Background: an optimization exercise with open tools, aiming at small area. Do not read the settings as production practice. Where RTL was checked, it was by simulation tests only, not by an equivalence proof against the original. Only the layout flow was run in runs 1 and 2; the RTL was not checked for function there. No activity file was given, so power comes from the tool's default toggle rates.

<file path="flow/design.v">
module KF76489_Attenuation (
    input   logic   [3:0]   attenuation,
    input   logic           digital_in,
    output  logic   [5:0]   analog_out
);
    logic   [5:0]   level;
    always_comb begin
        case (attenuation)
            4'd0 : level = 6'd8;
            4'd1 : level = 6'd40;
            4'd2 : level = 6'd25;
            4'd3 : level = 6'd3;
            4'd4 : level = 6'd13;
            4'd5 : level = 6'd32;
            4'd6 : level = 6'd63;
            4'd7 : level = 6'd50;
            4'd8 : level = 6'd16;
            4'd9 : level = 6'd10;
            4'd10: level = 6'd4;
            4'd11: level = 6'd5;
            4'd12: level = 6'd20;
            4'd13: level = 6'd2;
            4'd14: level = 6'd6;
            4'd15: level = 6'd0;
        endcase
    end
    assign  analog_out = digital_in ? level : 6'd0;
endmodule
module KF76489_Attenuation_Encode (
    input   logic   [3:0]   attenuation,
    output  logic   [3:0]   code
);
    always_comb begin
        case (attenuation)
            4'd0 : code = 4'd6;    
            4'd1 : code = 4'd9;    
            4'd2 : code = 4'd2;    
            4'd3 : code = 4'd10;    
            4'd4 : code = 4'd1;    
            4'd5 : code = 4'd14;    
            4'd6 : code = 4'd8;    
            4'd7 : code = 4'd13;    
            4'd8 : code = 4'd7;    
            4'd9 : code = 4'd0;    
            4'd10: code = 4'd12;    
            4'd11: code = 4'd3;    
            4'd12: code = 4'd5;    
            4'd13: code = 4'd11;    
            4'd14: code = 4'd4;    
            4'd15: code = 4'd15;    
        endcase
    end
endmodule
module KF76489_Bus_Control_Logic (
    input   logic           clock,
    input   logic           reset,
    input   logic           CE_N,
    input   logic           WE_N,
    input   logic   [7:0]   D_IN,
    output  logic   [7:0]   internal_data_bus,
    output  logic           write_tone1_frequency_h,
    output  logic           write_tone1_frequency_l,
    output  logic           write_tone1_attenuation,
    output  logic           write_tone2_frequency_h,
    output  logic           write_tone2_frequency_l,
    output  logic           write_tone2_attenuation,
    output  logic           write_tone3_frequency_h,
    output  logic           write_tone3_frequency_l,
    output  logic           write_tone3_attenuation,
    output  logic           write_noise_control,
    output  logic           write_noise_attenuation
);
    logic           prev_write_enable_n;
    logic           write_flag;
    logic           write_flag_d;
    logic   [3:0]   stable_address;
    logic   [1:0]   latched_tone;
    always_ff @(posedge clock, posedge reset) begin
        if (reset)
            prev_write_enable_n <= 1'b1;
        else
            prev_write_enable_n <= CE_N | WE_N;
    end
    assign write_flag = ~prev_write_enable_n & WE_N;
    always_ff @(posedge clock, posedge reset) begin
        if (reset)
            write_flag_d        <= 1'b0;
        else
            write_flag_d        <= write_flag;
    end
    always_ff @(posedge clock) begin
        if (~CE_N & ~WE_N)
            internal_data_bus   <= D_IN;
    end
    assign  stable_address = internal_data_bus[3:0];
    always_ff @(posedge clock, posedge reset) begin
        if (reset)
            latched_tone <= 2'b00;
        else if (write_flag_d)
            latched_tone <= (stable_address[0] & ~stable_address[3]) ? ~stable_address[2:1] : 2'b00;
    end
    wire    latch_write = write_flag_d &  stable_address[0];
    wire    data_write  = write_flag_d & ~stable_address[0];
    assign  write_tone1_frequency_h = latch_write & (stable_address[3:1] == 3'b000);
    assign  write_tone1_frequency_l = data_write  & (latched_tone == 2'b11);
    assign  write_tone1_attenuation = latch_write & (stable_address[3:1] == 3'b100);
    assign  write_tone2_frequency_h = latch_write & (stable_address[3:1] == 3'b010);
    assign  write_tone2_frequency_l = data_write  & (latched_tone == 2'b01);
    assign  write_tone2_attenuation = latch_write & (stable_address[3:1] == 3'b110);
    assign  write_tone3_frequency_h = latch_write & (stable_address[3:1] == 3'b001);
    assign  write_tone3_frequency_l = data_write  & (latched_tone == 2'b10);
    assign  write_tone3_attenuation = latch_write & (stable_address[3:1] == 3'b101);
    assign  write_noise_control     = latch_write & (stable_address[3:1] == 3'b011);
    assign  write_noise_attenuation = latch_write & (stable_address[3:1] == 3'b111);
endmodule
module KF76489_Tone_Generator (
    input   logic           clock,
    input   logic           clock_enable,
    input   logic           reset,
    input   logic   [7:0]   internal_data_bus,
    input   logic   [3:0]   attenuation_code,
    input   logic           write_frequency_h,
    input   logic           write_frequency_l,
    input   logic           write_attenuation,
    output  logic           cycle_out,
    output  logic   [5:0]   analog_out
);
    logic   [9:0]   frequency_inv;       
    logic   [3:0]   attenuation;
    always_ff @(posedge clock, posedge reset) begin
        if (reset)
            frequency_inv           <= 10'h000;
        else if (write_frequency_h)
            frequency_inv[3:0]      <= {internal_data_bus[4], internal_data_bus[5],
                                        internal_data_bus[6], internal_data_bus[7]};
        else if (write_frequency_l)
            frequency_inv[9:4]      <= {internal_data_bus[2], internal_data_bus[3],
                                        internal_data_bus[4], internal_data_bus[5],
                                        internal_data_bus[6], internal_data_bus[7]};
    end
    always_ff @(posedge clock, posedge reset) begin
        if (reset)
            attenuation     <= 4'hF;
        else if (write_attenuation)
            attenuation     <= attenuation_code;
    end
    logic   [9:0]   count;
    logic   [9:0]   borrow;
    wire            expired = ~|count[9:1];
    wire            reload  = clock_enable & expired;
    assign  borrow[0] = clock_enable;
    always_comb
        for (int i = 0; i < 9; i++)
            borrow[i + 1] = borrow[i] & ~count[i];
    always_ff @(posedge clock, posedge reset) begin
        if (reset)
            count           <= 10'h2;
        else
            count           <= reload ? frequency_inv : count ^ borrow;
    end
    logic           digital_out;
    always_ff @(posedge clock, posedge reset) begin
        if (reset)
            digital_out     <= 1'b0;
        else
            digital_out     <= digital_out ^ reload;
    end
    always_ff @(posedge clock)
        cycle_out           <= reload;
    KF76489_Attenuation u_Attenuation (
        .attenuation        (attenuation),
        .digital_in         (digital_out),
        .analog_out         (analog_out)
    );
endmodule
module KF76489_Noise_Generator (
    input   logic           clock,
    input   logic           clock_enable,
    input   logic           reset,
    input   logic   [7:0]   internal_data_bus,
    input   logic   [3:0]   attenuation_code,
    input   logic           write_noise_control,
    input   logic           write_noise_attenuation,
    input   logic           ext_noise_gen,
    output  logic   [5:0]   analog_out
);
    logic           feedback;
    logic   [1:0]   shift_rate;
    logic   [3:0]   attenuation;
    always_ff @(posedge clock, posedge reset) begin
        if (reset) begin
            feedback            <= 1'b0;
            shift_rate          <= 2'b00;
        end
        else if (write_noise_control) begin
            feedback            <= internal_data_bus[5];
            shift_rate          <= internal_data_bus[7:6];
        end
    end
    always_ff @(posedge clock, posedge reset) begin
        if (reset)
            attenuation         <= 4'hF;
        else if (write_noise_attenuation)
            attenuation         <= attenuation_code;
    end
    logic   [3:0]   divider_count;
    logic   [3:1]   tap;
    always_ff @(posedge clock, posedge reset) begin
        if (reset)
            divider_count       <= 4'h0;
        else if (clock_enable)
            divider_count       <= divider_count + 4'h1;
    end
    wire    tap0_en = &divider_count & clock_enable;
    wire    tap1_en = tap0_en & ~tap[1];
    wire    tap2_en = tap1_en & ~tap[2];
    wire    tap3_en = tap2_en & ~tap[3];
    always_ff @(posedge clock, posedge reset) begin
        if (reset)
            tap                 <= 3'b000;
        else
            tap                 <= tap ^ {tap2_en, tap1_en, tap0_en};
    end
    logic   shift;
    always_comb begin
        case (shift_rate)
            2'b00:   shift  = tap1_en;
            2'b10:   shift  = tap2_en;
            2'b01:   shift  = tap3_en;
            default: shift  = ext_noise_gen;
        endcase
    end
    logic   [14:0]  shift_register;
    always_ff @(posedge clock, posedge reset) begin
        if (reset)
            shift_register      <= 15'b100000000000000;
        else if (write_noise_control)
            shift_register      <= 15'b100000000000000;
        else if (shift)
            shift_register      <= {(feedback & shift_register[4]) ^ shift_register[0], shift_register[14:1]};
    end
    wire    noise = shift_register[0];
    KF76489_Attenuation u_Attenuation (
        .attenuation        (attenuation),
        .digital_in         (noise),
        .analog_out         (analog_out)
    );
endmodule
module KF76489 (
    input   logic           clock,
    input   logic           clock_enable,
    input   logic           reset,
    input   logic           CE_N,
    input   logic           WE_N,
    input   logic   [7:0]   D_IN,
    output  logic           READY,
    output  logic   [7:0]   AOUT
);
    logic   [3:0]   clock_divider_count;
    logic           divided_clock_en;
    logic   [7:0]   internal_data_bus;
    logic           write_tone1_frequency_h;
    logic           write_tone1_frequency_l;
    logic           write_tone1_attenuation;
    logic           write_tone2_frequency_h;
    logic           write_tone2_frequency_l;
    logic           write_tone2_attenuation;
    logic           write_tone3_frequency_h;
    logic           write_tone3_frequency_l;
    logic           write_tone3_attenuation;
    logic           write_noise_control;
    logic           write_noise_attenuation;
    logic           ext_noise_gen;
    logic   [5:0]   tone1_aout;
    logic   [5:0]   tone2_aout;
    logic   [5:0]   tone3_aout;
    logic   [5:0]   noise_aout;
    logic   [3:0]   attenuation_code;
    KF76489_Bus_Control_Logic u_Bus_Control_Logic (
        .clock                      (clock),
        .reset                      (reset),
        .CE_N                       (CE_N),
        .WE_N                       (WE_N),
        .D_IN                       (D_IN),
        .internal_data_bus          (internal_data_bus),
        .write_tone1_frequency_h    (write_tone1_frequency_h),
        .write_tone1_frequency_l    (write_tone1_frequency_l),
        .write_tone1_attenuation    (write_tone1_attenuation),
        .write_tone2_frequency_h    (write_tone2_frequency_h),
        .write_tone2_frequency_l    (write_tone2_frequency_l),
        .write_tone2_attenuation    (write_tone2_attenuation),
        .write_tone3_frequency_h    (write_tone3_frequency_h),
        .write_tone3_frequency_l    (write_tone3_frequency_l),
        .write_tone3_attenuation    (write_tone3_attenuation),
        .write_noise_control        (write_noise_control),
        .write_noise_attenuation    (write_noise_attenuation)
    );
    KF76489_Attenuation_Encode u_Attenuation_Encode (
        .attenuation                (internal_data_bus[7:4]),
        .code                       (attenuation_code)
    );
    logic           clock_enable_d;
    always_ff @(posedge clock, posedge reset) begin
        if (reset)
            clock_enable_d      <= 1'b0;
        else
            clock_enable_d      <= clock_enable;
    end
    always_ff @(posedge clock, posedge reset) begin
        if (reset) begin
            clock_divider_count <= 4'h0;
            divided_clock_en    <= 1'b0;
        end
        else if (clock_enable_d) begin
            clock_divider_count <= clock_divider_count + 4'h1;
            divided_clock_en    <= (&clock_divider_count) ? 1'b1 : 1'b0;
        end
        else begin
            clock_divider_count <= clock_divider_count;
            divided_clock_en    <= 1'b0;
        end
    end
    KF76489_Tone_Generator u_Tone1 (
        .clock                      (clock),
        .clock_enable               (divided_clock_en),
        .reset                      (reset),
        .internal_data_bus          (internal_data_bus),
        .attenuation_code           (attenuation_code),
        .write_frequency_h          (write_tone1_frequency_h),
        .write_frequency_l          (write_tone1_frequency_l),
        .write_attenuation          (write_tone1_attenuation),
        .analog_out                 (tone1_aout)
    );
    KF76489_Tone_Generator u_Tone2 (
        .clock                      (clock),
        .clock_enable               (divided_clock_en),
        .reset                      (reset),
        .internal_data_bus          (internal_data_bus),
        .attenuation_code           (attenuation_code),
        .write_frequency_h          (write_tone2_frequency_h),
        .write_frequency_l          (write_tone2_frequency_l),
        .write_attenuation          (write_tone2_attenuation),
        .analog_out                 (tone2_aout)
    );
    KF76489_Tone_Generator u_Tone3 (
        .clock                      (clock),
        .clock_enable               (divided_clock_en),
        .reset                      (reset),
        .internal_data_bus          (internal_data_bus),
        .attenuation_code           (attenuation_code),
        .write_frequency_h          (write_tone3_frequency_h),
        .write_frequency_l          (write_tone3_frequency_l),
        .write_attenuation          (write_tone3_attenuation),
        .cycle_out                  (ext_noise_gen),
        .analog_out                 (tone3_aout)
    );
    KF76489_Noise_Generator u_Noise (
        .clock                      (clock),
        .clock_enable               (divided_clock_en),
        .reset                      (reset),
        .internal_data_bus          (internal_data_bus),
        .attenuation_code           (attenuation_code),
        .write_noise_control        (write_noise_control),
        .write_noise_attenuation    (write_noise_attenuation),
        .ext_noise_gen              (ext_noise_gen),
        .analog_out                 (noise_aout)
    );
    logic           prev_ce_n;
    logic           negedge_ce_n;
    logic   [4:0]   wait_count;
    always_ff @(posedge clock, posedge reset) begin
        if (reset)
            prev_ce_n   <= 1'b1;
        else
            prev_ce_n   <= CE_N;
    end
    assign  negedge_ce_n = prev_ce_n & ~CE_N;
    always_ff @(posedge clock) begin
        if (negedge_ce_n)
            wait_count  <= 5'b00000;
        else if (clock_enable & ~&wait_count)
            wait_count  <= wait_count + 5'd1;
        else
            wait_count  <= wait_count;
    end
    always_ff @(posedge clock, posedge reset) begin
        if (reset)
            READY       <= 1'b1;
        else if (CE_N & WE_N)
            READY       <= 1'b1;
        else if (negedge_ce_n)
            READY       <= 1'b0;
        else if (clock_enable & &wait_count[4:1])
            READY       <= 1'b1;
        else
            READY       <= READY;
    end
    logic   [5:0]   csa_s1;
    logic   [6:0]   csa_c1;
    logic   [5:0]   csa_s2;
    logic   [6:0]   csa_c2;
    logic   [6:0]   row_a;
    logic   [6:0]   row_b;
    logic   [7:0]   cpa_c;
    logic   [7:0]   mix;
    always_comb begin
        csa_c1[0] = 1'b0;
        csa_c2[0] = 1'b0;
        for (int i = 0; i < 6; i++) begin
            csa_s1[i]     = tone1_aout[i] ^ tone2_aout[i] ^ tone3_aout[i];
            csa_c1[i + 1] = (tone1_aout[i] & tone2_aout[i]) | (tone1_aout[i] & tone3_aout[i]) | (tone2_aout[i] & tone3_aout[i]);
            csa_s2[i]     = csa_s1[i] ^ noise_aout[i] ^ csa_c1[i];
            csa_c2[i + 1] = (csa_s1[i] & noise_aout[i]) | (csa_s1[i] & csa_c1[i]) | (noise_aout[i] & csa_c1[i]);
        end
        row_a    = {csa_c1[6], csa_s2};
        row_b    = {csa_c2[6:1], 1'b0};
        cpa_c[0] = 1'b0;
        for (int i = 0; i < 7; i++) begin
            mix[i]       = row_a[i] ^ row_b[i] ^ cpa_c[i];
            cpa_c[i + 1] = (row_a[i] & row_b[i]) | (row_a[i] & cpa_c[i]) | (row_b[i] & cpa_c[i]);
        end
        mix[7] = cpa_c[7];
    end
    assign  AOUT = mix;
endmodule
</file>
<file path="flow/standard.sh">
#!/bin/bash
# synth_recipe.tcl (not shown) runs the flow's synth.tcl, then flattens the netlist and writes it again
# the make line also repeats each setting of config.mk as NAME=value (left out here)
make -C /OpenROAD-flow-scripts/flow DESIGN_CONFIG=/design/flow/config.mk WORK_HOME=/design/flow/orfs CLKGATE_MAP_FILE= SYNTH_SCRIPT=/design/flow/synth_recipe.tcl "${@:-finish}"
</file>
<file path="flow/constraint.sdc">
create_clock -name core_clock -period 6.0 [get_ports {clock}]
set_input_delay 1.2000 -clock core_clock [delete_from_list [all_inputs] [get_ports {clock}]]
set_output_delay 1.2000 -clock core_clock [all_outputs]
set_load 0.01 [all_outputs]
</file>
<file path="flow/flow/run.sh">
#!/bin/bash
# Layout flow: the standard flow (standard.sh), with two changes.
#  - Synthesis also leaves out the half-adder cells, so that Yosys's extract_fa
#    pass does not turn every 2-input AND that shares inputs with an XOR into a
#    half adder (ABC maps that logic in fewer, smaller gates). Registers are
#    unchanged.
#  - Clock tree synthesis without dummy loads and with clkbuf_8 buffers.
#  - Ports are buffered with buf_1 instead of the clkdlybuf4s50_1 that
#    buffer_ports picks by itself (same function, 3.8 um2 instead of 10 um2).
# Each make run writes its full output to a log file in this folder.
set -euo pipefail

DONT_USE="sky130_fd_sc_hd__probe_p_8 sky130_fd_sc_hd__probec_p_8 sky130_fd_sc_hd__lpflow_bleeder_1 sky130_fd_sc_hd__lpflow_clkbufkapwr_1 sky130_fd_sc_hd__lpflow_clkbufkapwr_16 sky130_fd_sc_hd__lpflow_clkbufkapwr_2 sky130_fd_sc_hd__lpflow_clkbufkapwr_4 sky130_fd_sc_hd__lpflow_clkbufkapwr_8 sky130_fd_sc_hd__lpflow_clkinvkapwr_1 sky130_fd_sc_hd__lpflow_clkinvkapwr_16 sky130_fd_sc_hd__lpflow_clkinvkapwr_2 sky130_fd_sc_hd__lpflow_clkinvkapwr_4 sky130_fd_sc_hd__lpflow_clkinvkapwr_8 sky130_fd_sc_hd__lpflow_decapkapwr_12 sky130_fd_sc_hd__lpflow_decapkapwr_3 sky130_fd_sc_hd__lpflow_decapkapwr_4 sky130_fd_sc_hd__lpflow_decapkapwr_6 sky130_fd_sc_hd__lpflow_decapkapwr_8 sky130_fd_sc_hd__lpflow_inputiso0n_1 sky130_fd_sc_hd__lpflow_inputiso0p_1 sky130_fd_sc_hd__lpflow_inputiso1n_1 sky130_fd_sc_hd__lpflow_inputiso1p_1 sky130_fd_sc_hd__lpflow_inputisolatch_1 sky130_fd_sc_hd__lpflow_isobufsrc_1 sky130_fd_sc_hd__lpflow_isobufsrc_16 sky130_fd_sc_hd__lpflow_isobufsrc_2 sky130_fd_sc_hd__lpflow_isobufsrc_4 sky130_fd_sc_hd__lpflow_isobufsrc_8 sky130_fd_sc_hd__lpflow_isobufsrckapwr_16 sky130_fd_sc_hd__lpflow_lsbuf_lh_hl_isowell_tap_1 sky130_fd_sc_hd__lpflow_lsbuf_lh_hl_isowell_tap_2 sky130_fd_sc_hd__lpflow_lsbuf_lh_hl_isowell_tap_4 sky130_fd_sc_hd__lpflow_lsbuf_lh_isowell_4 sky130_fd_sc_hd__lpflow_lsbuf_lh_isowell_tap_1 sky130_fd_sc_hd__lpflow_lsbuf_lh_isowell_tap_2 sky130_fd_sc_hd__lpflow_lsbuf_lh_isowell_tap_4 sky130_fd_sc_hd__ha_1 sky130_fd_sc_hd__ha_2 sky130_fd_sc_hd__ha_4"
PORT_BUF="-inputs -outputs -buffer_cell sky130_fd_sc_hd__buf_1"
CTS="-sink_clustering_enable -repair_clock_nets -buf_list sky130_fd_sc_hd__clkbuf_8 -dont_use_dummy_load"

bash standard.sh "DONT_USE_CELLS=$DONT_USE" "CTS_ARGS=$CTS" "BUFFER_PORTS_ARGS=$PORT_BUF" finish > flow_make.log 2>&1
</file>
<file path="flow/config.mk">
export PLATFORM = sky130hd
export DESIGN_NAME = KF76489
export DESIGN_NICKNAME = KF76489
export VERILOG_FILES = /design/flow/design.v
export SDC_FILE = /design/flow/constraint.sdc
export NUM_CORES = 4
export LEC_CHECK = 0
export CAP_MARGIN = 20
export CORE_MARGIN = 2
export CORE_UTILIZATION = 40
export SLEW_MARGIN = 20
</file>
==> results of run 1 <==
-- state kept, by name, indices dropped and copies added, names as in the netlist, 5 cells and up --
name,flops
u_Tone3.frequency_inv,10
u_Noise.shift_register,15
u_Tone1.frequency_inv,10
u_Tone2.frequency_inv,10
u_Tone2.count,10
u_Tone3.count,10
wait_count,5
u_Bus_Control_Logic.internal_data_bus,8
u_Tone1.count,10
-- cells in the mapped netlist (5+ instances only) --
cell	instances
a21oi_1	21
buf_2	5
clkbuf_1	13
dfrtp_1	93
dfstp_2	23
dfxtp_1	10
edfxtp_1	8
fa_1	16
inv_1	29
mux2_2	46
mux2i_1	18
nand2_1	70
nand2b_1	9
nand3_1	13
nand3b_1	7
nor2_1	36
nor2b_1	9
nor3_1	7
o21a_1	5
o21ai_0	39
or3_1	5
xnor2_1	20
xor2_1	16
-- per-stage QoR --
| stage | setup WS (ns) | util, % | hold WS (ns) | cells |
|---|---|---|---|---|
| 2_1_floorplan | 0.723 | - | 0.428 | 591 |
| 3_3_place_gp | 0.601 | 42.6 | 0.451 | 808 |
| 3_5_place_dp | 0.526 | 42.6 | 0.462 | 808 |
| 4_1_cts | 0.0371 | 44.1 | 0.478 | 825 |
| 5_1_grt | -0.0136 | 44.2 | 0.497 | 826 |
| 6_report | 0.242 | 44.2 | 0.473 | 826 |
-- power groups by stage --
stage | clock [W] | sequential, W | combinational, W
2_1_floorplan | 0 | 0.00126 | 0.000478
3_3_place_gp | 0 | 0.00133 | 0.000523
3_5_place_dp | 0 | 0.00134 | 0.000544
4_1_cts | 0.000564 | 0.00133 | 0.000545
5_1_grt | 0.000600 | 0.00136 | 0.000622
6_report | 0.000542 | 0.00133 | 0.000543
-- per-layer routing --
layer / GRT usage (%) / wire length (µm) / vias up / share of wire, %
met1: 21.3 / 6090 / 2152 / 48
met3: 4.00 / 487 / 18 / 3.8
met5: 0 / 0 / - / 0
met2: 24.3 / 6030 / 89 / 47
li1: - / - / 2086 / -
met4: 6.40 / 187 / 0 / 1.5
-- final timing paths --
kind | from | end | slack (ns) | depth (start not counted)
hold / removal | u_Noise.tap[1]$_DFF_PP0_ | u_Noise.tap[1]$_DFF_PP0_ | 0.47 | 2
max in group asynchronous | reset | u_Tone2.frequency_inv[3]$_DFFE_PP0P_ | 3.94 | 3
min in group asynchronous | reset | u_Noise.shift_register[1]$_DFFE_PP0P_ | 0.88 | 2
hold reg to reg | u_Noise.tap[1]$_DFF_PP0_ | u_Noise.tap[1]$_DFF_PP0_ | 0.47 | 2
setup reg to reg | divided_clock_en$_DFF_PP0_ | u_Noise.shift_register[14]$_DFFE_PP1P_ | 3.36 | 4
setup / recovery | u_Tone2.attenuation[0]$_DFFE_PP1P_ | AOUT[6] | 0.24 | 16
-- logic make-up (layout without fill, tap and decap cells) --
| family | after synthesis | in the layout | synth area share (%) |
|---|---|---|---|
| AND/OR/NAND/NOR | 191 | 191 | 15.3 |
| flip-flops | 134 | 134 | 51.7 |
| AO/OA/AOI/OAI | 99 | 99 | 9.39 |
| multiplexers | 64 | 64 | 10.7 |
| buffers and inverters | 51 | 70 | 3.20 |
| XOR/XNOR | 36 | 36 | 4.83 |
| adder cells (fa/ha/maj) | 16 | 16 | 4.91 |
-- critical path: stages (launching register included) --
cell     delay, ns
dfstp_2       0.54
inv_1         0.08
o21ai_0       0.17
a22oi_1       0.09
nor2b_1       0.16
fa_1          0.46
fa_1          0.52
nand3_1       0.10
fa_1          0.39
fa_1          0.36
inv_1         0.07
fa_1          0.15
inv_1         0.05
fa_1          0.36
inv_1         0.08
fa_1          0.40
buf_1         0.14
-- repair_timing --
item / in CTS / in global routing
hold buffers: 0 / 0
setup buffers: 0 / 1
gates resized for setup: 0 / 4
endpoints found under the hold margin: 0 / 0
endpoints found under the setup margin: 0 / 1
-- area by class of cell --
cell class                 instances  area [µm²]
inverter                          29         111
timing repair buffer              24         101
clock buffer                      17         234
fill                            1528        8900
sequential                       134        3370
multi-input combinational        406        2960
tap                              216         270
==> run notes, run 1 <==
- Nature of the critical path startpoint: flip-flop
- Tot Pwr: 0.00241 W
- Fin crit share: 96.0%
- Avg Inst Size Synth: 11.0 µm²
- N_diodes: 0
- Register area share after synthesis: 51.7%
- Min-delay worst type: flip-flop to flip-flop
- Maximum number of pins on one net before global-route repair: 67
- Synthesized flop and latch total: 134
- CTS buffer count: 17
- Number of global-route vias before repair: 4262
- Die X: 132 µm
- Async set-reset flop share out of synthesis: 86.6%
- Yosys cell types: 61
- Die Area: 17400 µm²
- Post-route DRC: 0
- VDD IR max: 0.150 mV
- Placed instance area: 6790 µm²
- DR iter-0 viols: 235
- FMAX: 174 MHz
- CTS tree: done
- DR vias: 4345
- Gr ovfl total: 0
- CTS clk-pin slew, worst paths: 0.06 ns
- Syn Nets: 620
- Cell Area, Synth: 6530 µm²
- Worst Max-Slew Pin Slew: 0.962 ns
- P_leak: 2.91 nW
- CP Data Arrival Time: 4.56 ns
- Clk buf depth: 2
- P&R area growth vs syn: 7.94%
- Layout cells sized above 1: 17.2%
- Final ANT Viol Nets: 0
- Type of the worst setup path: flip-flop to output port
- GP Congestion: 0.793
- # rows: 46
- Outcome: complete, no violations
- First-pass GRT wire length: 21600 µm
- Combinational share of power: 22.5%
- Yosys top cell area share: 35.7%
- Switch share: 32.1%
- Most common cell after layout, fill and taps aside: dfrtp_1
- Synth warn: 6
- Max-cap violations: 0
- Max FO, Critical Path: 5
- Die Span Y: 132 µm
- Area contributors post-synth: dfrtp_1 36%, dfstp_2 9.3%, mux2_2 7.9%, fa_1 4.9%, nand2_1 4.0%
- Dpl hpwl: 8860 µm
- Core Area: 15900 µm²
- Number of synthesized flops with an enable pin: 8
- Setup violators final: 0
- Critical path required time: 4.80 ns
- Buffers on Ports: 21
- Final hold viol count: 0
- H-Tree Depth: 4
- Yosys top cell by area: dfrtp_1
- Initial core utilization: 40.9%
- Psw: 0.000774 W
- Rel. slew slack: 35.9%
- WL/cell: 15.5 µm
- Drt first pass iters: 5
- Routed WL: 12800 µm
- Int Power: 0.00164 W
- Clock power frac: 22.4%
- Seq pwr share: 55.1%
- Final instance area: 7040 µm²
- CP Capture Type: output port
- Fin crit period: 5.76 ns
- Power Density: 343 nW/µm²
- GRT Total Usage: 15.7%
- Clk root buf: clkbuf_8
- Cells after Synth: 591
- Top_reg_cell synth: dfrtp_1
- Commonest non-fill, non-tap cells in the layout: 93 x dfrtp_1, 70 x nand2_1, 46 x mux2_2
- Worst Clk Skew: 0.0198 ns
- I/O pins: 22
- Max Slew Vio Count: 0
- CTS Sinks: 134
- Initial antenna violation count: 0
- Worst-skew pair later-pin latency: 0.44 ns
- Vias per Instance: 5.26
- Final nets: 641
- Setup TNS: 0 ns
==> inputs of run 2 (changes only) <==
==> flow/flow/run.sh (replaced) <==
#!/bin/bash
# Layout flow: the standard flow (standard.sh) with these changes.
#  - Synthesis is the standard flow's (synth_recipe.tcl and ORFS's synth.tcl), except that
#    ABC maps the logic with flow/area.abc (area-oriented mapping, &nf -a)
#    instead of ORFS's abc_speed.script; registers are unchanged.
#  - Synthesis also leaves out the half-adder cells: Yosys's extract_fa pass
#    otherwise turns every 2-input AND that shares inputs with an XOR into a
#    half adder, which ABC cannot map into smaller gates.
#  - Ports are buffered with buf_1 instead of the clkdlybuf4s50_1 that
#    buffer_ports picks by itself (same function, 3.8 um2 instead of 10 um2).
#  - Clock tree synthesis with clkbuf_8 buffers and without dummy loads.
# Each tool's full output goes to a log file in this folder (flow_make.log,
# and ORFS's own logs under orfs/logs).
set -euo pipefail
WORK=$(pwd)

sed "/source \$::env(SCRIPTS_DIR)\/synth_preamble.tcl/a set abc_args [lreplace \$abc_args 1 1 $WORK/flow/area.abc]" \
    "$FLOW_HOME/scripts/synth.tcl" > "$WORK/synth_area.tcl"
sed "s|source \$::env(SCRIPTS_DIR)/synth.tcl|source $WORK/synth_area.tcl|" synth_recipe.tcl > "$WORK/synth_bench_area.tcl"
grep -q "flow/area.abc" "$WORK/synth_area.tcl"
grep -q "synth_area.tcl" "$WORK/synth_bench_area.tcl"

DONT_USE="sky130_fd_sc_hd__probe_p_8 sky130_fd_sc_hd__probec_p_8 sky130_fd_sc_hd__lpflow_bleeder_1 sky130_fd_sc_hd__lpflow_clkbufkapwr_1 sky130_fd_sc_hd__lpflow_clkbufkapwr_16 sky130_fd_sc_hd__lpflow_clkbufkapwr_2 sky130_fd_sc_hd__lpflow_clkbufkapwr_4 sky130_fd_sc_hd__lpflow_clkbufkapwr_8 sky130_fd_sc_hd__lpflow_clkinvkapwr_1 sky130_fd_sc_hd__lpflow_clkinvkapwr_16 sky130_fd_sc_hd__lpflow_clkinvkapwr_2 sky130_fd_sc_hd__lpflow_clkinvkapwr_4 sky130_fd_sc_hd__lpflow_clkinvkapwr_8 sky130_fd_sc_hd__lpflow_decapkapwr_12 sky130_fd_sc_hd__lpflow_decapkapwr_3 sky130_fd_sc_hd__lpflow_decapkapwr_4 sky130_fd_sc_hd__lpflow_decapkapwr_6 sky130_fd_sc_hd__lpflow_decapkapwr_8 sky130_fd_sc_hd__lpflow_inputiso0n_1 sky130_fd_sc_hd__lpflow_inputiso0p_1 sky130_fd_sc_hd__lpflow_inputiso1n_1 sky130_fd_sc_hd__lpflow_inputiso1p_1 sky130_fd_sc_hd__lpflow_inputisolatch_1 sky130_fd_sc_hd__lpflow_isobufsrc_1 sky130_fd_sc_hd__lpflow_isobufsrc_16 sky130_fd_sc_hd__lpflow_isobufsrc_2 sky130_fd_sc_hd__lpflow_isobufsrc_4 sky130_fd_sc_hd__lpflow_isobufsrc_8 sky130_fd_sc_hd__lpflow_isobufsrckapwr_16 sky130_fd_sc_hd__lpflow_lsbuf_lh_hl_isowell_tap_1 sky130_fd_sc_hd__lpflow_lsbuf_lh_hl_isowell_tap_2 sky130_fd_sc_hd__lpflow_lsbuf_lh_hl_isowell_tap_4 sky130_fd_sc_hd__lpflow_lsbuf_lh_isowell_4 sky130_fd_sc_hd__lpflow_lsbuf_lh_isowell_tap_1 sky130_fd_sc_hd__lpflow_lsbuf_lh_isowell_tap_2 sky130_fd_sc_hd__lpflow_lsbuf_lh_isowell_tap_4 sky130_fd_sc_hd__ha_1 sky130_fd_sc_hd__ha_2 sky130_fd_sc_hd__ha_4"
PORT_BUF="-inputs -outputs -buffer_cell sky130_fd_sc_hd__buf_1"
CTS="-sink_clustering_enable -repair_clock_nets -buf_list sky130_fd_sc_hd__clkbuf_8 -dont_use_dummy_load"

bash standard.sh "SYNTH_SCRIPT=$WORK/synth_bench_area.tcl" "DONT_USE_CELLS=$DONT_USE" \
    "CTS_ARGS=$CTS" "BUFFER_PORTS_ARGS=$PORT_BUF" finish > flow_make.log 2>&1
==> flow/flow/area.abc (new file) <==
&get -n
&st
&dc2
&dch -f
&nf -a -R 1000
&put
topo
stime -c
==> run 2 against run 1 <==
Critical endpoint unchanged. Fmax is 0.25% lower. Synthesized cell count is 3.2% lower. Worst setup slack got worse by 0.014 ns. Still clean on timing, DRC and antenna.
==> run notes, run 2 <==
- Synth top cells by count: 93 x dfrtp_1, 73 x nand2_1, 53 x nor2_1
- Vias per Instance: 5.26 (about the same)
- Die Span Y: 128 µm (-2.9%)
- Critical path required time: 4.80 ns (about the same)
- N_diodes: 0 (unchanged)
- CP peak stage delay: 0.58 ns (+0.04 ns)
- Busiest grt layer: met2
- Yosys cell types: 42 (-31%)
- GRT Total Usage: 15.8% (+0.062 points)
- GP Congestion: 0.790 (-0.38%)
- XOR/XNOR Fraction of Synth Area: 3.00% (-1.8 points)
- Seq. cell area: 3370 µm² (unchanged)
- DR vias: 4242 (-2.4%)
- Cells after Synth: 572 (-3.2%)
- Worst-skew pair later-pin latency: 0.43 ns (about the same)
- Worst Max-Slew Pin Slew: 0.926 ns (-0.0356 ns)
- Dpl hpwl: 8420 µm (-4.9%)
- CP Data Arrival Time: 4.57 ns (about the same)
- CP Capture Type: output port
- First-pass GRT wire length: 20300 µm (-5.8%)
- Post-synthesis compound-gate area fraction: 11.8% (+2.4 points)
- Fillers: 1442 (-5.6%)
- Met2 usage: 25.0% (+0.69 points)
- Avg Inst Size Synth: 10.7 µm² (-2.8%)
- Cell Area, Synth: 6140 µm² (-6.0%)
- Register bank with the most flops: u_Noise.shift_register
- Setup TNS: 0 ns (unchanged)
- Cell mode on critical path: fa_1
- Layout cells sized above 1: 8.41% (-8.8 points)
- PnR worst setup slack: 0.228 ns (-0.0142 ns)
- P_leak: 2.89 nW (-0.83%)
- Footprint of the multi-input gates: 2650 µm² (-10%)
- Buffers on Ports: 21 (unchanged)
- Commonest non-fill, non-tap cells in the layout: 93 x dfrtp_1, 73 x nand2_1, 53 x nor2_1
- P&R area growth vs syn: 10.2%
- Number of global-route vias before repair: 4234 (-0.66%)
- Pre-CTS setup slack: 0.417 ns (-0.109 ns)
- # rows: 45 (-2.2%)
- Max reg flops: 15 (unchanged)
- Max FO, Critical Path: 6 (+1)
- Synthesized flop and latch total: 134 (unchanged)
- I/O pins: 22 (unchanged)
- Area contributors post-synth: dfrtp_1 38%, dfstp_2 9.8%, mux2_1 7.9%, fa_1 5.2%, nand2_1 4.5%
- Initial antenna violation count: 0 (unchanged)
- Synth warn: 6 (unchanged)
- DR iter-0 viols: 217 (-7.7%)
- Worst Clk Skew: 0.0252 ns (+0.00550 ns)
- Setup violators final: 0 (unchanged)
- Top-count cell post-synth: dfrtp_1
- Rel. slew slack: 38.2% (+2.4 points)
- Post-route DRC: 0 (unchanged)
- Synth Area in Simple Gates: 14.5% (-0.80 points)
- Max Slew Vio Count: 0 (unchanged)
- Core Area: 15100 µm² (-5.4%)
- Hold_buf cts: 0 (unchanged)
- Maximum number of pins on one net before global-route repair: 78 (+16%)
- CTS clk-pin slew, worst paths: 0.08 ns (+0.02 ns)
- Die Area: 16300 µm² (-5.8%)
- Max-cap violations: 0 (unchanged)
- Routed WL: 11800 µm (-8.2%)
- Yosys top cell by area: dfrtp_1
- Type of the worst setup path: flip-flop to output port
- Most common cell after layout, fill and taps aside: dfrtp_1
- H-Tree Depth: 4 (unchanged)
- Number of synthesized flops with an enable pin: 8 (unchanged)
- Fin crit period: 5.77 ns (+0.0142 ns)
- Met1 usage: 20.8% (-0.47 points)
- Initial core utilization: 40.7% (-0.26 points)
- Routing usage on met3: 3.92% (-0.075 points)
- CTS Sinks: 134 (unchanged)
- WL/cell: 14.6 µm (-5.9%)
- Fin crit share: 96.2% (+0.24 points)
- CP Cell Sequence: a21oi_1 -> a311oi_2 -> fa_1 -> fa_1 -> nand2_1 -> fa_1 -> fa_1 -> clkinv_1 -> fa_1 -> clkinv_1 -> fa_1 -> clkinv_1 -> fa_1 -> buf_1
- Clk buf depth: 2 (unchanged)
- Adder-Cell Fraction of Synth Area: 5.22% (+0.31 points)
- Final nets: 649 (+1.2%)
- FMAX: 173 MHz (-0.25%)
- Drt first pass iters: 4 (-1)
- Mux contribution to synthesized area: 8.38% (-2.3 points)
- Final hold viol count: 0 (unchanged)
- Yosys top cell area share: 37.9% (+2.3 points)
- CTS buffer count: 17 (unchanged)
- CTS tree: done
- Nature of the critical path startpoint: flip-flop
- Outcome: complete, no violations
- Min-delay worst type: flip-flop to flip-flop
- Critical-path top delay cell: dfstp_2
- Async set-reset flop share out of synthesis: 86.6% (unchanged)
- Clk root buf: clkbuf_8
- Power Density: 336 nW/µm² (-1.9%)
- Gr ovfl total: 0 (unchanged)
- Largest family of logic cells by synthesized area: simple AND/OR/NAND/NOR gates
- Die X: 128 µm (-2.9%)
- Syn Nets: 601 (-3.1%)
- Register area share after synthesis: 54.9% (+3.3 points)
- VDD IR max: 0.179 mV (+20%)
- Top_reg_cell synth: dfrtp_1
- Final ANT Viol Nets: 0 (unchanged)
- Tot Pwr: 0.00227 W (-5.8%)
[run 2: cell count changes after synthesis, moves of 13 or more]
cell	delta
clkbuf_1	-13
inv_1	-29
mux2i_1	-15
nor2_1	+17
a31oi_1	+13
mux2_1	+43
clkinv_1	+35
a21oi_1	+20
mux2_2	-46
[run 2: worst paths after layout]
check                                                   start                                  to  slack [ns]  cells past startpoint
max                        u_Tone1.attenuation[1]$_DFFE_PP1P_                             AOUT[6]        0.23                     14
min                                  u_Noise.tap[1]$_DFF_PP0_            u_Noise.tap[1]$_DFF_PP0_        0.48                      2
max reg2reg                        divided_clock_en$_DFF_PP0_          u_Tone3.count[9]$_DFF_PP0_        3.38                      7
min reg2reg                          u_Noise.tap[1]$_DFF_PP0_            u_Noise.tap[1]$_DFF_PP0_        0.48                      2
max in group asynchronous                               reset  u_Noise.attenuation[1]$_DFFE_PP1P_        3.92                      3
min in group asynchronous                               reset          u_Tone1.count[5]$_DFF_PP0_        0.95                      2
[run 2: per-layer routing]
layer	vias up	share of wire [%]
met4	0	2.1
met5	-	0
met1	2094	48
met2	56	48
met3	20	2.6
li1	2072	-
[run 2: through the flow]
step	cells	cell area, µm²	util (%)	hold slack, ns
after floorplan	572	6140	-	0.421
after global placement	784	6480	42.9	0.452
after detailed placement	784	6480	42.9	0.462
after CTS	801	6720	44.5	0.478
after global routing	806	6760	44.8	0.497
final	806	6760	44.8	0.477
[run 2: layout make-up]
type,count,area share (%)
flip-flops and latches,134,49.9
inverters,35,1.98
multi-input cells,403,39.2
repair buffers,29,2.05
well taps,188,3.48
clock buffers,17,3.46
[run 2: critical path: cells and delay by family, from the launching register on]
| family | cells | cell delay, ns |
|---|---|---|
| adder cells (fa/ha/maj) | 7 | 2.71 |
| buffers and inverters | 4 | 0.36 |
| AND/OR/NAND/NOR | 1 | 0.08 |
| AO/OA/AOI/OAI | 2 | 0.42 |
| flip-flops | 1 | 0.58 |
[run 2: cells by family (layout without fill, tap and decap cells)]
group / after synthesis / count (layout)
AO/OA/AOI/OAI: 126 / 126
XOR/XNOR: 21 / 21
adder cells (fa/ha/maj): 16 / 16
buffers and inverters: 35 / 81
flip-flops: 134 / 134
multiplexers: 46 / 46
AND/OR/NAND/NOR: 194 / 194
[run 2: where the power goes]
part	internal, W	total, W	leakage, nW	switching, W
Combinational	0.000213	0.000448	1.14	0.000235
Clock	0.000249	0.000532	0.122	0.000283
Sequential	0.00112	0.00129	1.63	0.000171
Total	0.00159	0.00227	2.89	0.000689
[run 2: timing repair]
action | CTS | global route
pin swaps | 0 | 3
setup buffers | 0 | 5
setup endpoints to repair | 1 | 1
endpoints found under the hold margin | 0 | 0
resized for setup | 1 | 5
==> inputs of run 3 (changes only) <==
--- a/flow/design.v
+++ b/flow/design.v
@@ -72,7 +72,6 @@
 );
     logic           prev_write_enable_n;
     logic           write_flag;
-    logic           write_flag_d;
     logic   [3:0]   stable_address;
     logic   [1:0]   latched_tone;
     always_ff @(posedge clock, posedge reset) begin
@@ -82,25 +81,17 @@
             prev_write_enable_n <= CE_N | WE_N;
     end
     assign write_flag = ~prev_write_enable_n & WE_N;
-    always_ff @(posedge clock, posedge reset) begin
-        if (reset)
-            write_flag_d        <= 1'b0;
-        else
-            write_flag_d        <= write_flag;
-    end
-    always_ff @(posedge clock) begin
-        if (~CE_N & ~WE_N)
-            internal_data_bus   <= D_IN;
-    end
+    always_ff @(posedge clock)
+        internal_data_bus   <= D_IN;
     assign  stable_address = internal_data_bus[3:0];
     always_ff @(posedge clock, posedge reset) begin
         if (reset)
             latched_tone <= 2'b00;
-        else if (write_flag_d)
+        else if (write_flag)
             latched_tone <= (stable_address[0] & ~stable_address[3]) ? ~stable_address[2:1] : 2'b00;
     end
-    wire    latch_write = write_flag_d &  stable_address[0];
-    wire    data_write  = write_flag_d & ~stable_address[0];
+    wire    latch_write = write_flag &  stable_address[0];
+    wire    data_write  = write_flag & ~stable_address[0];
     assign  write_tone1_frequency_h = latch_write & (stable_address[3:1] == 3'b000);
     assign  write_tone1_frequency_l = data_write  & (latched_tone == 2'b11);
     assign  write_tone1_attenuation = latch_write & (stable_address[3:1] == 3'b100);
@@ -299,19 +290,12 @@
         .attenuation                (internal_data_bus[7:4]),
         .code                       (attenuation_code)
     );
-    logic           clock_enable_d;
-    always_ff @(posedge clock, posedge reset) begin
-        if (reset)
-            clock_enable_d      <= 1'b0;
-        else
-            clock_enable_d      <= clock_enable;
-    end
     always_ff @(posedge clock, posedge reset) begin
         if (reset) begin
             clock_divider_count <= 4'h0;
             divided_clock_en    <= 1'b0;
         end
-        else if (clock_enable_d) begin
+        else if (clock_enable) begin
             clock_divider_count <= clock_divider_count + 4'h1;
             divided_clock_en    <= (&clock_divider_count) ? 1'b1 : 1'b0;
         end
@@ -421,5 +405,10 @@
         end
         mix[7] = cpa_c[7];
     end
-    assign  AOUT = mix;
+    always_ff @(posedge clock, posedge reset) begin
+        if (reset)
+            AOUT <= 8'h00;
+        else
+            AOUT <= mix;
+    end
 endmodule
==> run 3 against run 2 <==
Clock-buffer cell count did not move. Synthesized cell count rose by 0.52%. Register-to-register slack got worse by 1.6 ns. Critical path type is now flip-flop to flip-flop. Largest cell class unchanged. Largest power group unchanged. Highest routed layer unchanged.
==> run notes, run 3 <==
- Clk buf depth: 2 (unchanged)
- Final hold viol count: 0 (unchanged)
- Final nets: 645 (-0.62%)
- CP Capture Type: flip-flop
- Critical-path top delay cell: dfstp_2
- Power Density: 355 nW/µm² (+5.4%)
- Hold Startpoint: u_Noise.tap[3]$_DFF_PP0_
- Outcome: complete, no violations
- Final instance area: 6740 µm² (-0.39%)
- Cell mode on critical path: fa_1
- CTS tree: done
- Cells after Synth: 575 (+0.52%)
- Commonest non-fill, non-tap cells in the layout: 99 x dfrtp_1, 83 x nor2_1, 57 x a21oi_1
- Die X: 128 µm (+0.32%)
- Yosys top cell by area: dfrtp_1
- Max FO, Critical Path: 9 (+3)
- CTS Sinks: 140 (+4.5%)
- Cell Area, Synth: 6180 µm² (+0.65%)
- R2R cell count: 13 (+6)
- Clk root buf: clkbuf_8
- Vias per Instance: 5.30 (+0.64%)
- Syn Nets: 604 (+0.50%)
- Fin crit share: 70.8% (-25 points)
- DR vias: 4248 (+0.14%)
- Drt first pass iters: 4 (unchanged)
- Register bank with the most flops: u_Noise.shift_register
- Met2 usage: 24.6% (-0.45 points)
- H-Tree Depth: 4 (unchanged)
- CP Cell Sequence: o21ai_0 -> a311oi_1 -> fa_1 -> fa_1 -> nand2_1 -> fa_1 -> fa_1 -> clkinv_1 -> fa_1 -> clkinv_1 -> fa_1 -> clkinv_1 -> fa_1
- Setup violators final: 0 (unchanged)
- Met1 usage: 20.2% (-0.65 points)
- R2R Setup Slk: 1.75 ns (-1.63 ns)
- Max-cap violations: 0 (unchanged)
- Postcts setup bufs: 0 (unchanged)
- Dpl hpwl: 8130 µm (-3.5%)
- Seq. cell area: 3440 µm² (+2.1%)
- DR iter-0 viols: 289 (+33%)
- Final ANT Viol Nets: 0 (unchanged)
- Buffers on Ports: 21 (unchanged)
- Rel. slew slack: 39.9% (+1.7 points)
- Fin util: 44.5% (-0.34 points)
- Max Slew Vio Count: 0 (unchanged)
- P&R area growth vs syn: 9.07%
- GRT Total Usage: 15.5% (-0.28 points)
- Die Area: 16500 µm² (+0.63%)
- Hold_buf cts: 0 (unchanged)
- Register area share after synthesis: 55.7% (+0.78 points)
- RR Startpoint: u_Tone1.attenuation[1]$_DFFE_PP1P_
- Min-delay worst type: flip-flop to flip-flop
- Async set-reset flop share out of synthesis: 87.1% (+0.58 points)
- CP Data Arrival Time: 4.55 ns (-0.02 ns)
- Routing usage on met3: 4.67% (+0.75 points)
- Synth top cells by count: 99 x dfrtp_1, 83 x nor2_1, 57 x a21oi_1
- WL/cell: 14.6 µm (+0.34%)
- Initial core utilization: 40.8% (+0.11 points)
- Top-count cell post-synth: dfrtp_1
- Yosys cell types: 40 (-4.8%)
- Worst Max-Slew Pin Slew: 0.899 ns (-0.0276 ns)
- GP Congestion: 0.835 (+5.7%)
- Avg Inst Size Synth: 10.7 µm² (+0.13%)
- Crit path launch: u_Tone1.attenuation[1]$_DFFE_PP1P_
- FMAX: 235 MHz (+36%)
- Number of synthesized flops with an enable pin: 0 (-8)
- RR Endpoint: AOUT[6]$_DFF_PP0_
- Busiest grt layer: met2
- Most common cell after layout, fill and taps aside: dfrtp_1
- PostCTS Resize Cnt: 0 (-1)
- VDD IR max: 0.198 mV (+11%)
- Fin crit period: 4.25 ns (-1.52 ns)
- Worst Clk Skew: 0.0226 ns (-0.00261 ns)
- N_diodes: 0 (unchanged)
- I/O pins: 22 (unchanged)
- Fillers: 1432 (-0.69%)
- # rows: 45 (unchanged)
- Worst setup endpoint: AOUT[6]$_DFF_PP0_
- CTS buffer count: 17 (unchanged)
- CP peak stage delay: 0.60 ns (+0.02 ns)
- Worst-skew pair later-pin latency: 0.43 ns (about the same)
- Routed WL: 11700 µm (-0.16%)
- RSZ-0062 raised after global routing: false
- Number of global-route vias before repair: 4197 (-0.87%)
- Maximum number of pins on one net before global-route repair: 90 (+15%)
- Layout cells sized above 1: 6.84% (-1.6 points)
- Footprint of the multi-input gates: 2630 µm² (-0.90%)
- Post-route DRC: 0 (unchanged)
- Placed instance area: 6500 µm² (+0.39%)
- First-pass GRT wire length: 19900 µm (-1.8%)
- Core Area: 15100 µm² (+0.37%)
- Synthesized flop and latch total: 140 (+4.5%)
- Yosys top cell area share: 40.1% (+2.2 points)
- Max reg flops: 15 (unchanged)
- Initial antenna violation count: 0 (unchanged)
- Synth warn: 6 (unchanged)
- Gr ovfl total: 0 (unchanged)
- Top_reg_cell synth: dfrtp_1
- Area contributors post-synth: dfrtp_1 40%, dfstp_2 9.8%, mux2_1 8.0%, dfxtp_1 5.8%, fa_1 5.2%
- Type of the worst setup path: flip-flop to flip-flop
- Nature of the critical path startpoint: flip-flop
- Die Span Y: 128 µm (+0.32%)
- P_leak: 2.98 nW (+3.3%)
- Critical path required time: 6.30 ns (+1.50 ns)
- Setup TNS: 0 ns (unchanged)
- CTS clk-pin slew, worst paths: 0.06 ns (-0.02 ns)
[run 3: worst min path at each step]
stage | endpoint | cells past startpoint
2_1_floorplan | u_Noise.attenuation[0]$_DFFE_PP1P_ | 2
3_3_place_gp | u_Noise.tap[1]$_DFF_PP0_ | 2
3_5_place_dp | u_Noise.tap[3]$_DFF_PP0_ | 1
4_1_cts | u_Noise.tap[3]$_DFF_PP0_ | 1
5_1_grt | u_Noise.tap[3]$_DFF_PP0_ | 1
6_report | u_Noise.tap[3]$_DFF_PP0_ | 1
[run 3: per-layer routing]
layer | vias up | part of all wire, %
met4 | 0 | 1.9
met1 | 2106 | 46
met3 | 21 | 3.9
li1 | 2053 | -
met2 | 68 | 48
met5 | - | 0
[run 3: per-stage QoR]
stage	std cells	hold WS, ns	setup WS [ns]	total power [W]
final	802	0.476	1.75	0.00239
after detailed placement	785	0.471	1.75	0.00186
after CTS	802	0.480	1.72	0.00242
after global placement	785	0.453	1.82	0.00183
after global routing	802	0.492	1.59	0.00257
after floorplan	575	0.422	1.95	0.00171
[run 3: cell families after synthesis]
kind of cell             synth area share (%)
AND/OR/NAND/NOR                          14.8
XOR/XNOR                                 3.26
AO/OA/AOI/OAI                            11.2
adder cells (fa/ha/maj)                  5.19
flip-flops                               55.7
buffers and inverters                    1.76
multiplexers                             8.02
[run 3: worst max-delay path, delay by kind of cell (launching register included)]
family                   cells  cell delay [ns]
adder cells (fa/ha/maj)      7             2.77
flip-flops                   1             0.60
AO/OA/AOI/OAI                2             0.49
buffers and inverters        3             0.19
AND/OR/NAND/NOR              1             0.08
[run 3: cell type report]
type | count | share of cell area [%]
well taps | 188 | 3.49
multi-input cells | 406 | 39.0
inverters | 29 | 1.69
clock buffers | 17 | 3.47
repair buffers | 22 | 1.28
flip-flops and latches | 140 | 51.1
[run 3: where the power goes]
group	total, W	switching (W)	internal [W]	leakage [nW]
combinational	0.000471	0.000249	0.000222	1.18
clock	0.000543	0.000294	0.000249	0.122
sequential	0.00138	0.000192	0.00118	1.68
==> inputs of run 4 (changes only) <==
--- a/flow/design.v
+++ b/flow/design.v
@@ -6,21 +6,21 @@
     logic   [5:0]   level;
     always_comb begin
         case (attenuation)
-            4'd0 : level = 6'd8;
-            4'd1 : level = 6'd40;
-            4'd2 : level = 6'd25;
-            4'd3 : level = 6'd3;
-            4'd4 : level = 6'd13;
-            4'd5 : level = 6'd32;
-            4'd6 : level = 6'd63;
-            4'd7 : level = 6'd50;
-            4'd8 : level = 6'd16;
-            4'd9 : level = 6'd10;
-            4'd10: level = 6'd4;
-            4'd11: level = 6'd5;
-            4'd12: level = 6'd20;
+            4'd0 : level = 6'd20;
+            4'd1 : level = 6'd5;
+            4'd2 : level = 6'd40;
+            4'd3 : level = 6'd13;
+            4'd4 : level = 6'd63;
+            4'd5 : level = 6'd10;
+            4'd6 : level = 6'd25;
+            4'd7 : level = 6'd8;
+            4'd8 : level = 6'd3;
+            4'd9 : level = 6'd6;
+            4'd10: level = 6'd32;
+            4'd11: level = 6'd4;
+            4'd12: level = 6'd50;
             4'd13: level = 6'd2;
-            4'd14: level = 6'd6;
+            4'd14: level = 6'd16;
             4'd15: level = 6'd0;
         endcase
     end
@@ -32,21 +32,21 @@
 );
     always_comb begin
         case (attenuation)
-            4'd0 : code = 4'd6;    
-            4'd1 : code = 4'd9;    
-            4'd2 : code = 4'd2;    
-            4'd3 : code = 4'd10;    
-            4'd4 : code = 4'd1;    
-            4'd5 : code = 4'd14;    
-            4'd6 : code = 4'd8;    
+            4'd0 : code = 4'd4;    
+            4'd1 : code = 4'd5;    
+            4'd2 : code = 4'd6;    
+            4'd3 : code = 4'd11;    
+            4'd4 : code = 4'd2;    
+            4'd5 : code = 4'd9;    
+            4'd6 : code = 4'd14;    
             4'd7 : code = 4'd13;    
-            4'd8 : code = 4'd7;    
-            4'd9 : code = 4'd0;    
-            4'd10: code = 4'd12;    
-            4'd11: code = 4'd3;    
-            4'd12: code = 4'd5;    
-            4'd13: code = 4'd11;    
-            4'd14: code = 4'd4;    
+            4'd8 : code = 4'd12;    
+            4'd9 : code = 4'd7;    
+            4'd10: code = 4'd0;    
+            4'd11: code = 4'd8;    
+            4'd12: code = 4'd10;    
+            4'd13: code = 4'd1;    
+            4'd14: code = 4'd3;    
             4'd15: code = 4'd15;    
         endcase
     end
==> run 4 against run 3 <==
Still clean on timing, DRC and antenna. Critical endpoint unchanged. Clock skew increased by 0.0026 ns. Sequential share of layout area rose by 0.77 points. Utilization fell by 0.33 points. Synthesized area down 1.6%. Wire length shrank 3.5%.
==> run notes, run 4 <==
- WL/cell: 14.7 µm (+0.20%)
- P_leak: 2.96 nW (-0.77%)
- DR iter-0 viols: 211 (-27%)
- Postcts setup bufs: 0 (unchanged)
- Register bank with the most flops: u_Noise.shift_register
- FMAX: 265 MHz (+13%)
- Hold Startpoint: u_Noise.tap[1]$_DFF_PP0_
- Die Span Y: 127 µm (-0.77%)
- Max reg flops: 15 (unchanged)
- R2R Setup Slk: 2.23 ns (+0.48 ns)
- CTS tree: done
- Clk root buf: clkbuf_8
- CP Data Arrival Time: 4.08 ns (-0.47 ns)
- Buffers on Ports: 21 (unchanged)
- Drt first pass iters: 4 (unchanged)
- Area contributors post-synth: dfrtp_1 41%, dfstp_2 9.9%, mux2_1 8.9%, dfxtp_1 5.9%, fa_1 5.3%
- Hold slack: 0.473 ns (-0.00243 ns)
- Top-count cell post-synth: dfrtp_1
- Cell Area, Synth: 6080 µm² (-1.6%)
- Yosys cell types: 37 (-7.5%)
- CTS Sinks: 140 (unchanged)
- Yosys top cell area share: 40.7% (+0.64 points)
- GRT Total Usage: 15.2% (-0.27 points)
- Dpl hpwl: 7730 µm (-4.8%)
- N_diodes: 0 (unchanged)
- Layout cells sized above 1: 7.19% (+0.35 points)
- Core Area: 15000 µm² (-0.74%)
- Switch share: 30.4% (-0.34 points)
- Worst Clk Skew: 0.0252 ns (+0.00260 ns)
- Avg Inst Size Synth: 11.2 µm² (+3.8%)
- Power Density: 357 nW/µm² (+0.78%)
- Footprint of the multi-input gates: 2560 µm² (-2.4%)
- Clk buf depth: 2 (unchanged)
- Hold_buf cts: 0 (unchanged)
- Commonest non-fill, non-tap cells in the layout: 99 x dfrtp_1, 67 x nor2_1, 54 x nand2_1
- Routed WL: 11300 µm (-3.5%)
- Top delay family on crit path: adder cells
- Worst-skew pair later-pin latency: 0.45 ns (+0.02 ns)
- PostCTS Resize Cnt: 0 (unchanged)
- P&R area growth vs syn: 9.18% (about the same)
- Critical path required time: 6.31 ns (about the same)
- RSZ-0062 raised after global routing: false
- Initial antenna violation count: 0 (unchanged)
- First-pass GRT wire length: 19300 µm (-3.3%)
- Top_reg_cell synth: dfrtp_1
- Setup TNS: 0 ns (unchanged)
- Pre-CTS setup slack: 2.23 ns (+0.482 ns)
- Post-route DRC: 0 (unchanged)
- GP Congestion: 0.781 (-6.4%)
- Fin crit period: 3.77 ns (-0.478 ns)
- Combinational share of power: 19.7% (about the same)
- Worst hold stages: 2 (+1)
- Final nets: 615 (-4.7%)
- Die X: 127 µm (-0.77%)
- Number of synthesized flops with an enable pin: 0 (unchanged)
- Vias per Instance: 5.20 (-1.9%)
- Initial core utilization: 40.4% (-0.34 points)
- Max-cap violations: 0 (unchanged)
- Nature of the critical path startpoint: flip-flop
- CP Capture Type: flip-flop
- Hold path endpoint: u_Noise.tap[1]$_DFF_PP0_
- Register area share after synthesis: 56.6% (+0.89 points)
- Min-delay worst type: flip-flop to flip-flop
- Seq pwr share: 56.9% (-0.7 points)
- Final hold viol count: 0 (unchanged)
- CP Cell Sequence: nor2b_1 -> o21a_1 -> fa_1 -> clkinv_1 -> fa_1 -> fa_1 -> fa_1 -> clkinv_1 -> fa_1 -> fa_1 -> fa_1
- Fin crit share: 62.8% (-8.0 points)
- I/O pins: 22 (unchanged)
- RR Endpoint: AOUT[6]$_DFF_PP0_
- Yosys top cell by area: dfrtp_1
- Int Power: 0.00165 W (-0.24%)
- Synthesized flop and latch total: 140 (unchanged)
- H-Tree Depth: 4 (unchanged)
- Setup violators final: 0 (unchanged)
- Fillers: 1410 (-1.5%)
- Cell mode on critical path: fa_1
- Max FO, Critical Path: 8 (-1)
- Critical-path top delay cell: dfstp_2
- Seq. cell area: 3440 µm² (unchanged)
- Max Slew Vio Count: 0 (unchanged)
- RR Startpoint: u_Tone2.attenuation[2]$_DFFE_PP1P_
- Cells after Synth: 545 (-5.2%)
- Maximum number of pins on one net before global-route repair: 76 (-16%)
- CP peak stage delay: 0.59 ns (about the same)
- CTS clk-pin slew, worst paths: 0.07 ns (about the same)
- CP bufs+invs: 2 (-1)
- # rows: 45 (unchanged)
- VDD IR max: 0.185 mV (-6.8%)
- CTS buffer count: 17 (unchanged)
- Number of global-route vias before repair: 3915 (-6.7%)
- DR vias: 4012 (-5.6%)
- Die Area: 16200 µm² (-1.5%)
- Gr ovfl total: 0 (unchanged)
- Syn Nets: 574 (-5.0%)
- Type of the worst setup path: flip-flop to flip-flop
- Synth warn: 6 (unchanged)
- R2R cell count: 11 (-2)
- Synth top cells by count: 99 x dfrtp_1, 67 x nor2_1, 54 x nand2_1
- Psw: 0.000722 W (-1.8%)
- Final ANT Viol Nets: 0 (unchanged)
- PnR worst setup slack: 2.23 ns (+0.478 ns)
- Rel. slew slack: 29.7% (-10 points)
- Most common cell after layout, fill and taps aside: dfrtp_1
- Worst Max-Slew Pin Slew: 1.05 ns (+0.156 ns)
- Clock power frac: 23.4% (+0.7 points)
- Async set-reset flop share out of synthesis: 87.1% (unchanged)
- Outcome: complete, no violations
## run 4: worst max path at each step
stage | from | to | slack [ns] | cells past startpoint
2_1_floorplan | u_Tone2.attenuation[2]$_DFFE_PP1P_ | AOUT[6]$_DFF_PP0_ | 2.34 | 11
3_3_place_gp | u_Tone2.attenuation[2]$_DFFE_PP1P_ | AOUT[6]$_DFF_PP0_ | 2.26 | 11
3_5_place_dp | u_Tone2.attenuation[2]$_DFFE_PP1P_ | AOUT[6]$_DFF_PP0_ | 2.23 | 11
4_1_cts | u_Tone1.attenuation[2]$_DFFE_PP1P_ | AOUT[6]$_DFF_PP0_ | 2.21 | 11
5_1_grt | u_Tone3.attenuation[0]$_DFFE_PP1P_ | AOUT[6]$_DFF_PP0_ | 2.05 | 14
6_report | u_Tone2.attenuation[2]$_DFFE_PP1P_ | AOUT[6]$_DFF_PP0_ | 2.23 | 11
## run 4: kinds of logic (layout without fill, tap and decap cells)
family / Yosys count / after routing / share of synthesized area (%)
DFF: 140 / 140 / 56.6
xor gates and xnor gates: 20 / 20 / 2.88
buffers and inverters: 20 / 59 / 1.23
adders and majority gates: 16 / 16 / 5.27
and+or+nand+nor: 197 / 197 / 15.2
AOI/OAI and AO/OA: 104 / 104 / 9.90
muxes: 48 / 48 / 8.89
## run 4: metal layers
metal	track usage (%)	up-vias	part of all wire (%)
li1	-	1953	-
met1	19.7	1981	47
met5	0	-	0
met3	4.27	19	2.9
met4	6.01	0	1.6
met2	24.4	59	48
## run 4: cell type report
class	count	area share (%)
Tap cell	188	3.54
Sequential cell	140	51.9
Multi-Input combinational cell	385	38.6
Clock buffer	17	3.52
Inverter	20	1.17
Timing Repair Buffer	22	1.30
## run 4: worst register-to-register path, delay by kind of cell, from the launching register on
family / cells / cell delay [ns]
buffers and inverters: 2 / 0.15
AOI/OAI and AO/OA: 1 / 0.20
DFF: 1 / 0.59
adders and majority gates: 7 / 2.62
and+or+nand+nor: 1 / 0.07
## run 4: power by group through the flow
stage / Sequential, W / Clock [W] / Combinational (W)
6_report: 0.00135 / 0.000556 / 0.000466
5_1_grt: 0.00138 / 0.000621 / 0.000546
4_1_cts: 0.00135 / 0.000578 / 0.000478
3_5_place_dp: 0.00136 / 0 / 0.000476
3_3_place_gp: 0.00135 / 0 / 0.000461
2_1_floorplan: 0.00132 / 0 / 0.000379
## run 4: stage by stage
| stage | instance area [µm²] | utilization (%) | power, W | cells |
|---|---|---|---|---|
| 2_1_floorplan | 6080 | - | 0.00170 | 545 |
| 3_3_place_gp | 6400 | 42.6 | 0.00181 | 755 |
| 3_5_place_dp | 6400 | 42.6 | 0.00184 | 755 |
| 4_1_cts | 6640 | 44.2 | 0.00241 | 772 |
| 5_1_grt | 6640 | 44.2 | 0.00255 | 772 |
| 6_report | 6640 | 44.2 | 0.00237 | 772 |
==> inputs of run 5 (changes only) <==
--- a/flow/design.v
+++ b/flow/design.v
@@ -30,26 +30,11 @@
     input   logic   [3:0]   attenuation,
     output  logic   [3:0]   code
 );
-    always_comb begin
-        case (attenuation)
-            4'd0 : code = 4'd4;    
-            4'd1 : code = 4'd5;    
-            4'd2 : code = 4'd6;    
-            4'd3 : code = 4'd11;    
-            4'd4 : code = 4'd2;    
-            4'd5 : code = 4'd9;    
-            4'd6 : code = 4'd14;    
-            4'd7 : code = 4'd13;    
-            4'd8 : code = 4'd12;    
-            4'd9 : code = 4'd7;    
-            4'd10: code = 4'd0;    
-            4'd11: code = 4'd8;    
-            4'd12: code = 4'd10;    
-            4'd13: code = 4'd1;    
-            4'd14: code = 4'd3;    
-            4'd15: code = 4'd15;    
-        endcase
-    end
+    wire    [15:0]  value = 16'd1 << attenuation;
+    assign  code[0] = |(value & 16'hE2AA);
+    assign  code[1] = |(value & 16'hD25C);
+    assign  code[2] = |(value & 16'h83C7);
+    assign  code[3] = |(value & 16'h99E8);
 endmodule
 module KF76489_Bus_Control_Logic (
     input   logic           clock,
==> run 5 against run 4 <==
Clock skew increased by 0.015 ns. Non-clock buffer count increased by 2. Die area decreased by 1.2%.
==> run notes, run 5 <==
- Outcome: complete, no violations
- Drt first pass iters: 4 (unchanged)
- Register area share after synthesis: 56.0% (-0.60 points)
- Commonest non-fill, non-tap cells in the layout: 99 x dfrtp_1, 81 x nand2_1, 60 x nor2_1
- P_leak: 2.84 nW (-4.2%)
- Yosys top cell area share: 41.3% (+0.53 points)
- Most common cell after layout, fill and taps aside: dfrtp_1
- PostCTS Resize Cnt: 0 (unchanged)
- R2R cell count: 14 (+3)
- Yosys cell types: 37 (unchanged)
- Async set-reset flop share out of synthesis: 89.7% (+2.6 points)
- Synthesized flop and latch total: 136 (-2.9%)
- Max-cap violations: 0 (unchanged)
- Initial core utilization: 41.1% (+0.70 points)
- CP Capture Type: flip-flop
- Type of the worst setup path: flip-flop to flip-flop
- CTS clk-pin slew, worst paths: 0.09 ns (+0.02 ns)
- Routed WL: 11500 µm (+1.9%)
- Hold_buf cts: 0 (unchanged)
- CTS buffer count: 17 (unchanged)
- CTS Sinks: 136 (-2.9%)
- Power Density: 356 nW/µm² (-0.39%)
- I/O pins: 22 (unchanged)
- DR vias: 4066 (+1.3%)
- H-Tree Depth: 4 (unchanged)
- Hold Startpoint: u_Tone1.frequency_inv[6]$_DFFE_PP0P_
- Die X: 126 µm (-0.62%)
- Dpl hpwl: 7860 µm (+1.7%)
- # rows: 44 (-2.2%)
- Max reg flops: 15 (unchanged)
- Layout cells sized above 1: 7.41% (+0.22 points)
- Fin crit period: 3.88 ns (+0.107 ns)
- Area contributors post-synth: dfrtp_1 41%, dfstp_2 10%, mux2_1 6.0%, fa_1 5.3%, nand2_1 5.1%
- Top-count cell post-synth: dfrtp_1
- Initial antenna violation count: 0 (unchanged)
- Worst Clk Skew: 0.0398 ns (+0.0146 ns)
- Syn Nets: 595 (+3.7%)
- Setup TNS: 0 ns (unchanged)
- Postcts setup bufs: 0 (unchanged)
- WL/cell: 14.6 µm (-0.59%)
- CTS tree: done
- Register bank with the most flops: u_Noise.shift_register
- Gr ovfl total: 0 (unchanged)
- Worst-skew pair later-pin latency: 0.44 ns (about the same)
- Buffers on Ports: 21 (unchanged)
- Tot Pwr: 0.00234 W (-1.2%)
- Number of global-route vias before repair: 4052 (+3.5%)
- Fillers: 1368 (-3.0%)
- Avg Inst Size Synth: 10.6 µm² (-4.9%)
-- run 5: cell types whose count changed after synthesis, sizes merged, moves of 3 or more --
| cell | before | now |
|---|---|---|
| a31oi | 16 | 6 |
| dfxtp | 18 | 14 |
| mux2 | 48 | 32 |
| nand2 | 54 | 81 |
| nor2 | 67 | 60 |
| o21ai | 34 | 58 |
| or3 | 9 | 6 |
| xnor2 | 9 | 14 |
| xor2 | 11 | 15 |
-- run 5: how the worst max path moves through the flow --
stage,from,end,slack [ns],depth (start not counted)
after global routing,u_Tone2.digital_out$_DFF_PP0_,AOUT[6]$_DFF_PP0_,2.02,13
final,u_Tone3.attenuation[2]$_DFFE_PP1P_,AOUT[6]$_DFF_PP0_,2.12,14
after CTS,u_Tone2.attenuation[2]$_DFFE_PP1P_,AOUT[6]$_DFF_PP0_,2.15,11
after global placement,u_Tone2.attenuation[2]$_DFFE_PP1P_,AOUT[6]$_DFF_PP0_,2.24,11
after floorplan,WE_N,u_Noise.shift_register[0]$_DFFE_PP0P_,2.31,6
after detailed placement,u_Tone2.attenuation[2]$_DFFE_PP1P_,AOUT[6]$_DFF_PP0_,2.18,11
-- run 5: cell families (layout without fill, tap and decap cells) --
family                   Yosys count  after routing  share of synthesized area, %
AND/OR/NAND/NOR                  212            212                          16.0
flip-flops                       136            136                          56.0
AO/OA/AOI/OAI                    119            119                          11.0
multiplexers                      33             33                          6.17
XOR/XNOR                          29             29                          4.23
buffers and inverters             21             62                          1.31
adder cells (fa/ha/maj)           16             16                          5.34
-- run 5: area by class of cell --
type / instances / area [µm²] / share of cell area, %
flip-flops and latches: 136 / 3360 / 51.1
multi-input cells: 409 / 2570 / 39.1
clock buffers: 17 / 234 / 3.56
well taps: 184 / 230 / 3.50
repair buffers: 24 / 101 / 1.54
inverters: 21 / 81.3 / 1.24
-- run 5: metal layers --
layer | GRT usage, % | share of wire [%] | vias to the layer above
met5 | 0 | 0 | -
li1 | - | - | 2012
met4 | 5.56 | 1.3 | 0
met3 | 4.43 | 2.9 | 11
met2 | 25.0 | 48 | 62
met1 | 19.9 | 48 | 1981
-- run 5: power breakdown --
part	switching, W	leakage [nW]	internal [W]
sequential	0.000181	1.66	0.00114
combinational	0.000255	1.05	0.000223
clock	0.000291	0.122	0.000249
-- run 5: through the flow --
stage               cells  hold WS [ns]  setup slack [ns]  cell area, µm²  utilization [%]
global placement      774         0.453              2.24            6340             43.5
detailed placement    774         0.469              2.18            6340             43.5
finish                791         0.472              2.12            6580             45.1
floorplan             566         0.439              2.31            6000                -
global route          791         0.502              2.02            6580             45.1
CTS                   791         0.474              2.15            6580             45.1
-- run 5: worst max-delay path, cell delays in order, from the launching register on --
cell	delay, ns
dfstp_2	0.58
nor2b_1	0.19
nor2_1	0.06
o21ai_0	0.17
nand2_1	0.11
fa_1	0.38
clkinv_1	0.06
fa_1	0.44
nand2_1	0.09
fa_1	0.19
fa_1	0.17
clkinv_1	0.08
fa_1	0.38
fa_1	0.40
fa_1	0.43

-- static timing again, ports no longer ideal --
The flow's constraints put no driver on any port. The routed layouts listed below were extracted and timed again, unchanged, in two steps. Step 1, drivers: a clkbuf_16 drives clock and a buf_2 each remaining input, both assumed. Step 2 times the ports against the registers' clock, not the clock port: input delays grow and output delays shrink by t, the midpoint of the rising clock arrivals with the driver on. Three values: ideal ports, drivers, drivers and shift; two values: the first two.
run	shift t [ns]	slack for setup (ns)
run 1	0.467	0.242 / 0.206 / 0.672
run 2	0.455	0.228 / 0.194 / 0.649
run 3	0.456	1.753 / 1.753 / 1.753
run 4	0.470	2.231 / 2.231 / 2.231
run 5	0.456	2.124 / 2.124 / 2.124
After both steps setup and hold are still met in every run listed.
